This is an optimization exercise on Yosys and OpenROAD, whose aim is small area, a short achievable clock period and few clock cycles, not a production implementation.
Function was not checked in any run shown here: the RTL went through the layout flow alone.
Power is estimated from default activity; no workload was simulated.

==> design.v <==
`timescale 1ns/10ps
module ELA(clk, rst, in_data, data_rd, req, wen, addr, data_wr, done);
	input				clk;
	input				rst;
	input		[7:0]	in_data;
	input		[7:0]	data_rd;
	output				req;
	output	reg			wen;
	output	reg	[9:0]	addr;
	output	reg	[7:0]	data_wr;	 
	output				done;
	reg			interp, fin;
	reg			s_rb, s_w;	 
	reg	[7:0]	x;	 
	reg	[7:0]	y;	 
	reg	[7:0]	pp;	 
	reg	[7:0]	q;	 
	reg	[7:0]	r;	 
	reg	[7:0]	dreg, areg;	 
	reg	[7:0]	m;			 
	wire s_rt = ~s_rb & ~s_w;
	assign req  = ~interp;
	assign done = fin;
	wire [8:0] ix = {addr[9:6], addr[4:0]};
	wire [8:0] kst = {s_rb, s_rb, s_rb, s_rt & interp, s_rb, s_rb, s_rb,
			s_rb | s_w, s_w | ~interp & wen};
	wire [8:0] i_next;
	ELA_add9 u_add(.u(ix), .v(kst), .s(i_next));
	wire [7:0] d_xy, a_xy;
	ELA_absd u_absd(.x(x), .y(y), .d(d_xy));
	ELA_avg u_avg(.x(x), .y(y), .a(a_xy));
	always @(posedge clk) begin
		dreg <= d_xy;
		areg <= a_xy;
	end
	wire edge_col = (ix[4:0] == 5'd1) || (ix[4:0] == 5'd2);
	wire le;
	ELA_le8 u_le(.v(dreg), .u(m), .le(le));
	wire take = s_w | le | (s_rb & edge_col);
	always @(posedge clk) begin
		if (take)
			m <= dreg;
		if (!interp)
			data_wr <= in_data;
		else if (take)
			data_wr <= areg;
	end
	always @(posedge clk or posedge rst) begin
		if (rst) begin
			interp <= 1'b0;
			fin <= 1'b0;
			s_rb <= 1'b0;
			s_w <= 1'b0;
			wen <= 1'b0;
			addr <= 10'd0;
		end else if (fin) begin
			wen <= 1'b0;
		end else begin
			addr <= {i_next[8:5], interp & s_rb, i_next[4:0]};
			if (!interp) begin
				wen <= ~(wen & (&ix));
				if (wen & (&ix))
					interp <= 1'b1;
			end else begin
				s_rb <= s_rt;
				s_w <= s_rb;
				wen <= s_rb & (ix[8:1] != 8'd16);
				if (s_rb && ix == 9'd1)
					fin <= 1'b1;
			end
		end
	end
	always @(posedge clk) begin
		if (s_rt) begin
			x <= data_rd; r <= x;
		end else if (s_rb) begin
			x <= r; y <= data_rd; r <= x;
		end else begin
			x <= pp; y <= q; pp <= r; q <= y;
		end
	end
endmodule
module ELA_le8(v, u, le);
	input	[7:0]	v, u;
	output			le;
	wire [7:0] g = v & ~u;
	wire [7:0] e = ~(v ^ u);
	wire g10 = g[1] | e[1] & g[0], e10 = e[1] & e[0];
	wire g32 = g[3] | e[3] & g[2], e32 = e[3] & e[2];
	wire g54 = g[5] | e[5] & g[4], e54 = e[5] & e[4];
	wire g76 = g[7] | e[7] & g[6], e76 = e[7] & e[6];
	wire g30 = g32 | e32 & g10;
	wire g74 = g76 | e76 & g54, e74 = e76 & e54;
	assign le = ~(g74 | e74 & g30);
endmodule
module ELA_absd(x, y, d);
	input	[7:0]	x, y;
	output	reg	[7:0]	d;
	reg [7:0] g, e, G1, E1, G2, E2, G3, E3, bo, bo2;
	integer i;
	always @(*) begin
		g = x & ~y;
		e = ~(x ^ y);
		for (i = 0; i < 8; i = i + 1)
			if (i % 2 == 1) begin G1[i] = g[i] | e[i] & g[i-1]; E1[i] = e[i] & e[i-1]; end
			else begin G1[i] = g[i]; E1[i] = e[i]; end
		for (i = 0; i < 8; i = i + 1)
			if (i % 4 >= 2) begin G2[i] = G1[i] | E1[i] & G1[(i/4)*4+1]; E2[i] = E1[i] & E1[(i/4)*4+1]; end
			else begin G2[i] = G1[i]; E2[i] = E1[i]; end
		for (i = 0; i < 8; i = i + 1)
			if (i >= 4) begin G3[i] = G2[i] | E2[i] & G2[3]; E3[i] = E2[i] & E2[3]; end
			else begin G3[i] = G2[i]; E3[i] = E2[i]; end
		bo  = {~(G3[6:0] | E3[6:0]), 1'b0};
		bo2 = {G3[6:0], 1'b0};
		d = G3[7] ? (~e ^ bo) : (~e ^ bo2);
	end
endmodule
module ELA_avg(x, y, a);
	input	[7:0]	x, y;
	output	reg	[7:0]	a;
	reg [7:0] g, p, G1, P1, G2, P2, G3, P3;
	integer i;
	always @(*) begin
		g = x & y; p = x ^ y;
		for (i = 0; i < 8; i = i + 1)
			if (i % 2 == 1) begin G1[i] = g[i] | p[i] & g[i-1]; P1[i] = p[i] & p[i-1]; end
			else begin G1[i] = g[i]; P1[i] = p[i]; end
		for (i = 0; i < 8; i = i + 1)
			if (i % 4 >= 2) begin G2[i] = G1[i] | P1[i] & G1[(i/4)*4+1]; P2[i] = P1[i] & P1[(i/4)*4+1]; end
			else begin G2[i] = G1[i]; P2[i] = P1[i]; end
		for (i = 0; i < 8; i = i + 1)
			if (i >= 4) begin G3[i] = G2[i] | P2[i] & G2[3]; P3[i] = P2[i] & P2[3]; end
			else begin G3[i] = G2[i]; P3[i] = P2[i]; end
		a = {G3[7], p[7:1] ^ G3[6:0]};
	end
endmodule
module ELA_add9(u, v, s);
	input	[8:0]	u, v;
	output	reg	[8:0]	s;
	reg [8:0] g, p, G1, P1, G2, P2, G3, P3;
	integer j;
	always @(*) begin
		g = u & v; p = u ^ v;
		for (j = 0; j < 9; j = j + 1)
			if (j % 2 == 1) begin G1[j] = g[j] | p[j] & g[j-1]; P1[j] = p[j] & p[j-1]; end
			else begin G1[j] = g[j]; P1[j] = p[j]; end
		for (j = 0; j < 9; j = j + 1)
			if (j % 4 >= 2) begin G2[j] = G1[j] | P1[j] & G1[(j/4)*4+1]; P2[j] = P1[j] & P1[(j/4)*4+1]; end
			else begin G2[j] = G1[j]; P2[j] = P1[j]; end
		for (j = 0; j < 9; j = j + 1)
			if (j % 8 >= 4) begin G3[j] = G2[j] | P2[j] & G2[3]; P3[j] = P2[j] & P2[3]; end
			else begin G3[j] = G2[j]; P3[j] = P2[j]; end
		G3[8] = G3[8] | P3[8] & G3[7];
		s = p ^ {G3[7:0], 1'b0};
	end
endmodule
==> flow/run.sh <==
#!/bin/bash
# Layout flow: the standard ORFS flow, with two changes:
#  - synthesis does not extract full/half adder cells (ADDER_MAP_FILE empty),
#    so ABC maps all of the arithmetic itself;
#  - the port buffers are sky130_fd_sc_hd__buf_2 cells.
set -euo pipefail
bash standard.sh ADDER_MAP_FILE= \
  "BUFFER_PORTS_ARGS=-buffer_cell sky130_fd_sc_hd__buf_2" \
  finish > make_finish.log 2>&1
==> standard.sh <==
#!/bin/bash
# synth_recipe.tcl (not shown) runs the flow's synth.tcl, then flattens the netlist and writes it again
# the make line also repeats each setting of config.mk as NAME=value (left out here)
make -C /OpenROAD-flow-scripts/flow DESIGN_CONFIG=/design/flow/config.mk WORK_HOME=/design/flow/orfs CLKGATE_MAP_FILE= SYNTH_SCRIPT=/design/flow/synth_recipe.tcl "${@:-finish}"
==> config.mk <==
export PLATFORM = sky130hd
export DESIGN_NAME = ELA
export DESIGN_NICKNAME = ELA
export VERILOG_FILES = /design/flow/design.v
export SDC_FILE = /design/flow/constraint.sdc
export NUM_CORES = 8
export LEC_CHECK = 0
export CAP_MARGIN = 20
export CORE_MARGIN = 2
export CORE_UTILIZATION = 40
export CTS_BUF_LIST = sky130_fd_sc_hd__clkbuf_8
export SETUP_SLACK_MARGIN = 4.8
export SLEW_MARGIN = 20
export SYNTH_HIERARCHICAL = 1
==> constraint.sdc <==
create_clock -name core_clock -period 7.0 [get_ports {clk}]
set_input_delay 1.4000 -clock core_clock [delete_from_list [all_inputs] [get_ports {clk}]]
set_output_delay 1.4000 -clock core_clock [all_outputs]
set_load 0.01 [all_outputs]
==> notes.md, run 1 <==
status complete, no violations; Initial Util roughly two fifths; global-route wire length before repair between 10,000 and 15,000 µm; Syn Area/Cell about 12 µm²; Vert. Die Dim between 100 and 150 µm; Worst path max stage delay 0.43 ns; Inserted Diodes 0; post-synth cell types a little under 70; Max Fclk 427 MHz; nets@finish 430; IO buf count 38; Cell Area, Synth ~0.0042 mm²; Slew @ Worst Pin 0.638 ns; die area about 0.011 mm²; RSZ-0062 raised after global routing yes; Crit path max-delay family flip-flops; # DRC 0; max-slew violation count 0; sequential share of the synthesized area between 50% and 60%; IR drop worst, VDD about 0.076 mV; Starting DRT DRC Count ~120; CP Launch Type flop; number of H-tree levels 3; Leak 0.00190 µW; commonest non-fill, non-tap cells in the layout 48 x edfxtp_1, 30 x xnor2_1, 28 x buf_2; worst path arrival time approximately 0.94 ns; Via density slightly above 5; multi-input logic area 0.00192 mm²; Compound-Gate Fraction of Synth Area 13.0%; GPL Wtd Cong 0.773; commonest non-fill, non-tap cell in the layout edfxtp_1; GRT Total Usage approximately 16%; antenna-violating nets left 0; vias in the first global route approximately 2,800; vias after detailed routing ~2,800; DRT Pass-1 Iters 4; clock-pin transition on the worst setup and hold timing paths ~0.090 ns; internal reg-to-reg setup slack just under 5 ns; CP Cell Sequence inv_4, buf_6; simple logic cell fraction of the synthesized area under 10%; CP max FO 2; area share of the largest cell type after synthesis between 30% and 40%; I/O pin total 39; CORE AREA between 0.01 and 0.015 mm²; YS warnings 10; Bufs on Longest Clock Path 2; total power about 1000 µW; hold-fix buffers at CTS 0; Post-Synth XOR/XNOR Area under 10%; worst-skew pair later-pin latency between 0.3 and 0.4 ns; # rows 37; Slew headroom 57.4%; fraction of registers with async set/reset between 10% and 20%; predominant post-synthesis flop cell edfxtp_1; total gr overflow 0; Req. time, crit path roughly 5.6 ns; Cell Pwr Density around 190 mW/mm²; Routed WL per cell approximately 16 µm; sequential cell area about 0.0023 mm²; FF+latch count, synth 87; largest net degree at the start of global routing 24; HP Class reg2reg; Final Hold Viols 0; placed wire-length estimate 5880 µm; top cells by area, synth edfxtp_1 34%, dfxtp_1 11%, dfrtp_1 8.9%; syn nets roughly 360; final setup vio count 0; layout cells sized above 1 37.4%; critical path class reg2out; TritonCTS clock tree done; setup TNS 0 ns; post-synth top area cell edfxtp_1; # clock sinks 87; final wirelength approximately 8600 µm; CTS root buffer clkbuf_8; Worst Setup End Kind primary output; DIE WIDTH 107 µm; total of max-cap violations 0; min Tclk post-route roughly 2.3 ns; P&R area growth vs syn 20.8%; clock skew ~0.0088 ns; initial antenna violation count 0; Synth Area in Adders approximately 2.1%; period utilisation layout around a third; CTS buffer count 9; slowest CP cell dfrtp_2; largest family of logic cells by synthesized area compound AO/OA/AOI/OAI gates; Crit path buffers/inverters 2; Post-synth EDFFs 48; Mapped Cells 346; Filler cells 953; post-synthesis mux area share under 10%
## synth_stat cells (8+ instances only)
| cell type | n |
|---|---|
| edfxtp_1 | 48 |
| mux2_2 | 25 |
| a21oi_1 | 15 |
| o21ai_0 | 14 |
| dfxtp_1 | 24 |
| nor2_1 | 11 |
| dfrtp_1 | 15 |
| inv_1 | 18 |
| nor2b_1 | 8 |
| mux2i_1 | 12 |
| xor2_1 | 12 |
| nand2_1 | 24 |
| xnor2_1 | 30 |
## per-module statistics from Yosys (local to each module, per instance)
module / times used / flops+latches / area, µm² / cells
ELA: 1 / 87 / 2940 / 172
ELA_absd: 1 / 0 / 526 / 75
ELA_avg: 1 / 0 / 251 / 32
ELA_add9: 1 / 0 / 354 / 47
ELA_le8: 1 / 0 / 151 / 20
## layer usage
metal / global-route usage, % / vias up / part of all wire [%]
met5: 0 / - / 0
met4: 4.92 / 0 / 0.99
met3: 4.32 / 9 / 4.8
met2: 24.9 / 48 / 46
met1: 21.6 / 1331 / 48
li1: - / 1393 / -
## flip-flops by register name, indices dropped and copies added (netlist names), 8 cells and up
name,count
addr,10
areg,8
data_wr,8
dreg,8
m,8
pp,8
q,8
r,8
x,8
y,8
## worst register-to-register path: cells and delay by family (launching register included)
| family | cells | cell delay, ns |
|---|---|---|
| simple gates | 1 | 0.29 |
| xor+xnor | 1 | 0.14 |
| compound gates | 5 | 1.15 |
| flops | 1 | 0.48 |
## cell families after synthesis
logic type	Yosys count
DFF	87
AOI/OAI and AO/OA	74
and+or+nand+nor	72
xor gates and xnor gates	43
muxes	37
buffers and inverters	25
adders and majority gates	8
## worst paths after layout
path	start	to	cells after the start
worst min register to register	dreg[0]	m[0]	0
worst min-delay path	dreg[0]	m[0]	0
worst max-delay path	interp	req	2
worst max register to register	y[1]	dreg[6]	7
min in group asynchronous	rst	wen	2
max in group asynchronous	rst	s_rb	2
## repair_timing
item	CTS	global route
pin swaps	1	4
resized for setup	28	13
setup buffers	20	4
endpoints found under the setup margin	52	29
## power breakdown
part | internal [µW] | switching, µW
Sequential | 565 | 16.2
Clock | 129 | 189
Combinational | 34.5 | 37.0
## area by class of cell
class | count | area share (%)
Clock buffer | 9 | 2.43
Clock inverter | 7 | 0.957
Inverter | 18 | 1.42
Multi-Input combinational cell | 234 | 37.7
Sequential cell | 87 | 45.4
Tap cell | 136 | 3.34
Timing Repair Buffer | 62 | 8.71
## stage by stage
step                util (%)  hold WS, ns  instance area (µm²)  setup slack, ns  std cells
finish                  49.6        0.435                 5100             4.66        553
detailed placement      44.6        0.420                 4580             4.35        513
global placement        44.6        0.412                 4580             4.42        513
floorplan                  -        0.401                 4270             4.80        346
CTS                     48.7        0.442                 5000             4.64        549
global route            49.6        0.448                 5100             4.62        553
==> inputs of run 2 (changes only) <==
--- a/config.mk
+++ b/config.mk
@@ -9,6 +9,6 @@
 export CORE_MARGIN = 2
 export CORE_UTILIZATION = 40
 export CTS_BUF_LIST = sky130_fd_sc_hd__clkbuf_8
-export SETUP_SLACK_MARGIN = 4.8
+export SETUP_SLACK_MARGIN = 4.6
 export SLEW_MARGIN = 20
 export SYNTH_HIERARCHICAL = 1
==> notes.md, run 2 <==
status complete, no violations; antenna-violating nets left 0 (unchanged); CP max FO 5 (+3); clock-pin transition on the worst setup and hold timing paths 0.10 ns (about the same); internal power 773 µW (+6.1%); final wirelength 8350 µm (-3.0%); top cells by area, synth edfxtp_1 34%, dfxtp_1 11%, dfrtp_1 8.9%; total power 1010 µW (+4.2%); # clock sinks 87 (unchanged); Hold Crit Start dreg[5]; top post-synthesis cells by count 48 x edfxtp_1, 30 x xnor2_1, 25 x mux2_2, 24 x dfxtp_1, 24 x nand2_1; period utilisation layout 33.7% (+0.26 points); CORE AREA 0.0103 mm² (unchanged); FF+latch count, synth 87 (unchanged); number of H-tree levels 3 (unchanged); Comb power frac 6.8% (-0.6 points); Crit path buffers/inverters 1 (-1); Cell Pwr Density 205 mW/mm² (+7.4%); fin area 0.00495 mm² (-3.0%); clock network power share 35.8% (+3.0 points); predominant post-synthesis flop cell edfxtp_1; FF-to-FF End addr[8]; final setup vio count 0 (unchanged); hold path endpoint m[5]; commonest non-fill, non-tap cells in the layout 48 x edfxtp_1, 38 x buf_2, 30 x xnor2_1; IR drop worst, VDD 0.0872 mV (+14%); Worst path max stage delay 0.45 ns (+0.02 ns); CP Launch Type flop; Routed WL per cell 15.3 µm (-1.4%); placed wire-length estimate 5630 µm (-4.3%); TritonCTS clock tree done; initial antenna violation count 0 (unchanged); Slew headroom 57.6% (+0.21 points); Worst Setup End Kind primary output; internal reg-to-reg setup slack 4.65 ns (-0.23 ns); Filler cells 968 (+1.6%); RSZ-0062 raised after global routing yes; Slew @ Worst Pin 0.635 ns (-0.00309 ns); nets@finish 421 (-2.1%); vias in the first global route 2,683 (-3.3%); Vert. Die Dim 107 µm (unchanged); largest net degree at the start of global routing 26 (+8.3%); CTS buffer count 9 (unchanged); Largest register FFs 10 (unchanged); Mapped Cells 346 (unchanged); fraction of registers with async set/reset 17.2% (unchanged); Cell Area, Synth 0.00422 mm² (unchanged); HP Class reg2reg; Largest Register addr; syn nets 364 (unchanged); total of max-cap violations 0 (unchanged); Initial Util 41.1% (unchanged); worst-skew pair later-pin latency 0.36 ns (about the same); P&R area growth vs syn 17.2%; # rows 37 (unchanged); GRT Total Usage 15.8% (-0.062 points); die area 0.0114 mm² (unchanged); sequential share of the synthesized area 54.4% (unchanged); Leak 0.00185 µW (-2.8%); Crit path max-delay family flip-flops; Switching Share 23.6% (-1.3 points); global-route wire length before repair 13,900 µm (+0.25%); clock skew 0.0133 ns (+0.00452 ns); Syn Area/Cell 12.2 µm² (unchanged); IO buf count 38 (unchanged); Final Hold Viols 0 (unchanged); post-synth top area cell edfxtp_1; hold-fix buffers at CTS 0 (unchanged); area share of the largest cell type after synthesis 34.1% (unchanged); worst path arrival time 0.96 ns (+0.02 ns); Starting DRT DRC Count 115 (-1.7%); DIE WIDTH 107 µm (unchanged); commonest non-fill, non-tap cell in the layout edfxtp_1; slowest CP cell dfrtp_2; max-slew violation count 0 (unchanged); total gr overflow 0 (unchanged); setup TNS 0 ns (unchanged); CP Cell Sequence buf_2; layout cells sized above 1 34.8% (-2.6 points); most frequent cell after synthesis edfxtp_1; Psw 239 µW (-1.3%); GPL Wtd Cong 0.755 (-2.2%); YS warnings 10 (unchanged); Req. time, crit path 5.60 ns (about the same); # DRC 0 (unchanged); DP Area 0.00454 mm² (-0.93%); FF-to-FF path depth 9 (+2); Via density 5.15 (+2.3%); Max Fclk 423 MHz (-0.77%); post-synth cell types 68 (unchanged); I/O pin total 39 (unchanged); Inserted Diodes 0 (unchanged); Flop pwr share 57.4% (-2.5 points); hold depth 0 (unchanged); Bufs on Longest Clock Path 2 (unchanged); vias after detailed routing 2,800 (+0.68%); min Tclk post-route 2.36 ns (+0.0182 ns); Post-synth EDFFs 48 (unchanged); critical path class reg2out; R2R Path Start s_rb; CTS root buffer clkbuf_8; DRT Pass-1 Iters 4 (unchanged)
[run 2: changes by cell type in the layout (fill, tap and decap cells not counted), moves of 2 or more]
cell | before | now
o21ai_2 | 3 | 1
buf_6 | 11 | 1
inv_4 | 2 | 0
buf_2 | 28 | 38
clkinv_4 | 0 | 2
nand2b_4 | 2 | 0
buf_4 | 22 | 13
[run 2: power groups by stage]
stage | sequential [µW] | clock, µW | combinational (µW)
after floorplan | 589 | 0 | 47.0
after global placement | 592 | 0 | 67.0
after detailed placement | 593 | 0 | 67.8
after CTS | 581 | 373 | 68.1
after global routing | 585 | 390 | 76.8
final | 581 | 362 | 68.8
[run 2: what timing repair did]
action / in CTS / in global routing
setup buffers: 10 / 5
pin swaps: 0 / 2
resized for setup: 12 / 16
endpoints found under the setup margin: 32 / 15
[run 2: worst max path at each step]
stage / endpoint / slack, ns / startpoint / cells past startpoint
after global placement: addr[8] / 4.18 / s_rb / 9
after detailed placement: addr[8] / 4.09 / s_rb / 9
after CTS: addr[8] / 4.48 / s_rb / 9
after global routing: addr[8] / 4.54 / s_rb / 9
final: addr[8] / 4.64 / addr[8] / 1
after floorplan: addr[8] / 4.67 / s_rb / 10
[run 2: cell families (layout without fill, tap and decap cells)]
| logic type | after synthesis | count (layout) | share of synthesized area (%) |
|---|---|---|---|
| xor+xnor | 43 | 43 | 9.10 |
| compound gates | 74 | 74 | 13.0 |
| flops | 87 | 87 | 54.4 |
| buf+inv | 25 | 87 | 2.84 |
| simple gates | 72 | 72 | 9.01 |
| mux | 37 | 37 | 9.51 |
| fa+ha+maj | 8 | 8 | 2.07 |
[run 2: layer usage]
metal	track usage (%)	vias to the layer above	part of all wire (%)
met2	23.5	65	45
li1	-	1384	-
met5	0	-	0
met4	7.05	0	1.6
met1	22.9	1339	49
met3	2.55	12	4.1
[run 2: per-stage QoR]
| stage | cells | hold slack [ns] | setup slack, ns | util [%] |
|---|---|---|---|---|
| after floorplan | 346 | 0.401 | 4.67 | - |
| after global placement | 513 | 0.413 | 4.18 | 44.2 |
| after detailed placement | 513 | 0.415 | 4.09 | 44.2 |
| after CTS | 539 | 0.436 | 4.48 | 47.1 |
| after global routing | 544 | 0.455 | 4.54 | 48.1 |
| final | 544 | 0.438 | 4.64 | 48.1 |
[run 2: cell type report]
type	count	area (µm²)	area share, %
flip-flops and latches	87	2320	46.8
multi-input cells	234	1870	37.8
repair buffers	53	314	6.35
well taps	136	170	3.44
clock buffers	10	138	2.78
inverters	18	71.3	1.44
clock inverters	6	68.8	1.39
[run 2: per-module statistics from Yosys (local to each module, per instance)]
| module | cell area (µm²) | copies in the design | cells inside | flip-flops and latches |
|---|---|---|---|---|
| ELA | 2940 | 1 | 172 | 87 |
| ELA_absd | 526 | 1 | 75 | 0 |
| ELA_add9 | 354 | 1 | 47 | 0 |
| ELA_avg | 251 | 1 | 32 | 0 |
| ELA_le8 | 151 | 1 | 20 | 0 |
==> inputs of run 3 (changes only) <==
--- a/design.v
+++ b/design.v
@@ -24,8 +24,18 @@
 	wire [8:0] ix = {addr[9:6], addr[4:0]};
 	wire [8:0] kst = {s_rb, s_rb, s_rb, s_rt & interp, s_rb, s_rb, s_rb,
 			s_rb | s_w, s_w | ~interp & wen};
-	wire [8:0] i_next;
-	ELA_add9 u_add(.u(ix), .v(kst), .s(i_next));
+	function [8:0] add9;
+		input [8:0] u, v;
+		integer j; reg c;
+		begin
+			c = 1'b0;
+			for (j = 0; j < 9; j = j + 1) begin
+				add9[j] = u[j] ^ v[j] ^ c;
+				c = (u[j] & v[j]) | (c & (u[j] ^ v[j]));
+			end
+		end
+	endfunction
+	wire [8:0] i_next = add9(ix, kst);
 	wire [7:0] d_xy, a_xy;
 	ELA_absd u_absd(.x(x), .y(y), .d(d_xy));
 	ELA_avg u_avg(.x(x), .y(y), .a(a_xy));
@@ -134,23 +144,3 @@
 		a = {G3[7], p[7:1] ^ G3[6:0]};
 	end
 endmodule
-module ELA_add9(u, v, s);
-	input	[8:0]	u, v;
-	output	reg	[8:0]	s;
-	reg [8:0] g, p, G1, P1, G2, P2, G3, P3;
-	integer j;
-	always @(*) begin
-		g = u & v; p = u ^ v;
-		for (j = 0; j < 9; j = j + 1)
-			if (j % 2 == 1) begin G1[j] = g[j] | p[j] & g[j-1]; P1[j] = p[j] & p[j-1]; end
-			else begin G1[j] = g[j]; P1[j] = p[j]; end
-		for (j = 0; j < 9; j = j + 1)
-			if (j % 4 >= 2) begin G2[j] = G1[j] | P1[j] & G1[(j/4)*4+1]; P2[j] = P1[j] & P1[(j/4)*4+1]; end
-			else begin G2[j] = G1[j]; P2[j] = P1[j]; end
-		for (j = 0; j < 9; j = j + 1)
-			if (j % 8 >= 4) begin G3[j] = G2[j] | P2[j] & G2[3]; P3[j] = P2[j] & P2[3]; end
-			else begin G3[j] = G2[j]; P3[j] = P2[j]; end
-		G3[8] = G3[8] | P3[8] & G3[7];
-		s = p ^ {G3[7:0], 1'b0};
-	end
-endmodule
==> notes.md, run 3 <==
status complete, no violations; commonest non-fill, non-tap cell in the layout edfxtp_1; FF+latch count, synth 87 (unchanged); CP max FO 3 (-2); hold-fix buffers at CTS 0 (unchanged); sequential share of the synthesized area 55.9% (+1.5 points); Mapped Cells 343 (-0.87%); global-route wire length before repair 13,300 µm (-3.8%); min Tclk post-route 2.38 ns (+0.0158 ns); vias in the first global route 2,612 (-2.6%); DIE WIDTH 105 µm (-1.3%); most frequent cell after synthesis edfxtp_1; Cell Pwr Density 219 mW/mm² (+7.2%); setup TNS 0 ns (unchanged); Post-synth EDFFs 48 (unchanged); Post-Synth XOR/XNOR Area 7.64% (-1.5 points); YS warnings 9 (-1); worst-skew pair later-pin latency 0.35 ns (about the same); syn nets 361 (-0.82%); period utilisation layout 34.0% (+0.23 points); GPL Wtd Cong 0.800 (+6.0%); Routed WL per cell 15.0 µm (-2.2%); DRT Pass-1 Iters 4 (unchanged); CP Cell Sequence inv_1, buf_6; critical path class reg2out; worst path arrival time 0.98 ns (+0.02 ns); final setup vio count 0 (unchanged); Cell Area, Synth 0.00411 mm² (-2.7%); slowest CP cell dfrtp_2; final wirelength 7970 µm (-4.5%); largest net degree at the start of global routing 38 (+46%); total gr overflow 0 (unchanged); Worst path max stage delay 0.41 ns (-0.04 ns); Vert. Die Dim 105 µm (-1.3%); Starting DRT DRC Count 137 (+19%); hold_ws 0.432 ns (-0.00636 ns); Compound-Gate Fraction of Synth Area 12.5% (-0.53 points); nets@finish 411 (-2.4%); Max Fclk 421 MHz (-0.66%); initial antenna violation count 0 (unchanged); # clock sinks 87 (unchanged); vias after detailed routing 2,680 (-4.3%); fraction of registers with async set/reset 17.2% (unchanged); commonest non-fill, non-tap cells in the layout 48 x edfxtp_1, 37 x buf_2, 24 x dfxtp_1; clock skew 0.0136 ns (+0.000285 ns); clock-pin transition on the worst setup and hold timing paths 0.09 ns (about the same); GRT Total Usage 15.3% (-0.51 points); Worst Setup End Kind primary output; placed wire-length estimate 5620 µm (-0.12%); number of H-tree levels 3 (unchanged); TritonCTS clock tree done; CP Launch Type flop; die area 0.0111 mm² (-2.6%); area share of the largest cell type after synthesis 35.1% (+0.94 points); CORE AREA 0.00986 mm² (-4.0%); Final Hold Viols 0 (unchanged); Slew @ Worst Pin 0.642 ns (+0.00700 ns); simple logic cell fraction of the synthesized area 11.4% (+2.4 points); total of max-cap violations 0 (unchanged); I/O pin total 39 (unchanged); HP Class reg2reg; Slew headroom 57.2% (-0.47 points); # DRC 0 (unchanged); largest family of logic cells by synthesized area compound AO/OA/AOI/OAI gates; CTS buffer count 9 (unchanged); Via density 5.05 (-1.9%); Inserted Diodes 0 (unchanged); Req. time, crit path 5.60 ns (about the same); Filler cells 906 (-6.4%); RSZ-0062 raised after global routing yes; IO buf count 38 (unchanged); post-synthesis mux area share 7.58% (-1.9 points); P&R area growth vs syn 15.7%; Bufs on Longest Clock Path 2 (unchanged); layout cells sized above 1 30.4% (-4.4 points); antenna-violating nets left 0 (unchanged); Leak 0.00187 µW (+1.1%); top post-synthesis cells by count 48 x edfxtp_1, 24 x dfxtp_1, 21 x nand2_1, 19 x xnor2_1; post-synth top area cell edfxtp_1; post-synth cell types 67 (-1.5%); CTS root buffer clkbuf_8; Synth Area in Adders 1.86% (-0.22 points); top cells by area, synth edfxtp_1 35%, dfxtp_1 12%, dfrtp_1 9.1%; Syn Area/Cell 12.0 µm² (-1.8%); Largest register FFs 10 (unchanged); # rows 36 (-2.7%); Largest Register addr; max-slew violation count 0 (unchanged); IR drop worst, VDD 0.0917 mV (+5.2%); predominant post-synthesis flop cell edfxtp_1; Final Util 48.2% (+0.062 points); Initial Util 41.7% (+0.58 points)
## run 3: cell count changes in the layout (fill, tap and decap cells not counted), moves of 3 or more
| cell | change |
|---|---|
| nand2b_1 | +4 |
| xnor2_1 | -11 |
| or2_2 | +3 |
| xor2_1 | +3 |
| a2111oi_2 | -3 |
| inv_1 | +3 |
| mux2_2 | -8 |
| nor2_1 | +4 |
| o21ai_1 | +3 |
## run 3: power by group
group	internal [µW]	switching (µW)	total [µW]	leakage [µW]
Sequential	565	16.8	582	0.000853
Clock	213	182	395	0.000116
Combinational	31.4	34.3	65.7	0.000901
## run 3: what timing repair did
item                       4_1_cts  5_1_grt
setup endpoints to repair        9       18
gates resized for setup          9        6
hold endpoints to repair         0        0
setup buffers                    4        8
## run 3: cell type report
class | instances | area [µm²] | share of cell area [%]
Tap cell | 133 | 166 | 3.50
Clock inverter | 6 | 91.3 | 1.92
Timing Repair Buffer | 51 | 294 | 6.18
Multi-Input combinational cell | 227 | 1690 | 35.6
Clock buffer | 10 | 138 | 2.89
Inverter | 17 | 63.8 | 1.34
Sequential cell | 87 | 2310 | 48.6
## run 3: critical path, delay by kind of cell (launching register included)
family   cells  cell delay (ns)
flops        1             0.41
buf+inv      2             0.21
## run 3: cells by family (layout without fill, tap and decap cells)
family | count (synthesis) | after routing
xor gates and xnor gates | 35 | 35
DFF | 87 | 87
and+or+nand+nor | 83 | 83
adders and majority gates | 7 | 7
AOI/OAI and AO/OA | 73 | 73
buffers and inverters | 29 | 84
muxes | 29 | 29
## run 3: worst paths after layout
check / start / endpoint / slack, ns / depth (start not counted)
worst min-delay path: dreg[5] / m[5] / 0.43 / 0
worst max register to register: m[2] / data_wr[0] / 4.72 / 6
worst min register to register: dreg[5] / m[5] / 0.43 / 0
min in group asynchronous: rst / wen / 1.10 / 2
max in group asynchronous: rst / addr[1] / 5.46 / 2
worst max-delay path: interp / req / 4.62 / 2
## run 3: metal layers
| layer | track usage (%) | part of all wire [%] | wire (µm) | vias up |
|---|---|---|---|---|
| met2 | 23.4 | 45 | 3580 | 59 |
| met4 | 4.67 | 1.3 | 102 | 0 |
| met3 | 3.83 | 4.4 | 351 | 10 |
| li1 | - | - | - | 1335 |
| met5 | 0 | 0 | 0 | - |
| met1 | 21.5 | 49 | 3930 | 1276 |
## run 3: modules after synthesis, one instance, submodules excluded
module | flip-flops and latches | cells
ELA | 87 | 216
ELA_absd | 0 | 75
ELA_avg | 0 | 32
ELA_le8 | 0 | 20
## run 3: through the flow
stage	area, µm²	cells	power (µW)	setup WS, ns
after floorplan	4110	343	637	4.72
after global placement	4410	503	657	4.65
after detailed placement	4410	503	660	4.61
after CTS	4680	523	1050	4.60
after global routing	4750	531	1090	4.56
final	4750	531	1040	4.62

[separate check: timing with driven ports]
Ports are ideal in the flow. The routed layouts listed here were re-timed in OpenROAD. Step 1 sets driving cells, clkbuf_16 on the clock port and buf_2 on the other inputs (assumed; they add their load-dependent delay and slew). Step 2 moves the port delays by t, midway between the first and last clock arrival at a register: inputs arrive t later, outputs are due t later. That takes back most of the time a late clock gives input paths. a / b / c = ideal / step 1 / step 2; a / b = the first two.
| run | t, ns | slack for setup (ns) | clock arrival spread, ns | slew at the worst register clock pin (ns) | pins driven straight from the clock port |
|---|---|---|---|---|---|
| run 1 | 0.394 | 4.656 / 4.623 / 4.875 | 0.009 / 0.009 | 0.09 / 0.09 | 1 |
| run 2 | 0.387 | 4.638 / 4.606 / 4.649 | 0.014 / 0.013 | 0.10 / 0.10 | 1 |
| run 3 | 0.378 | 4.622 / 4.591 / 4.718 | 0.013 / 0.013 | 0.09 / 0.09 | 1 |
After both steps setup and hold are still met in every run listed.
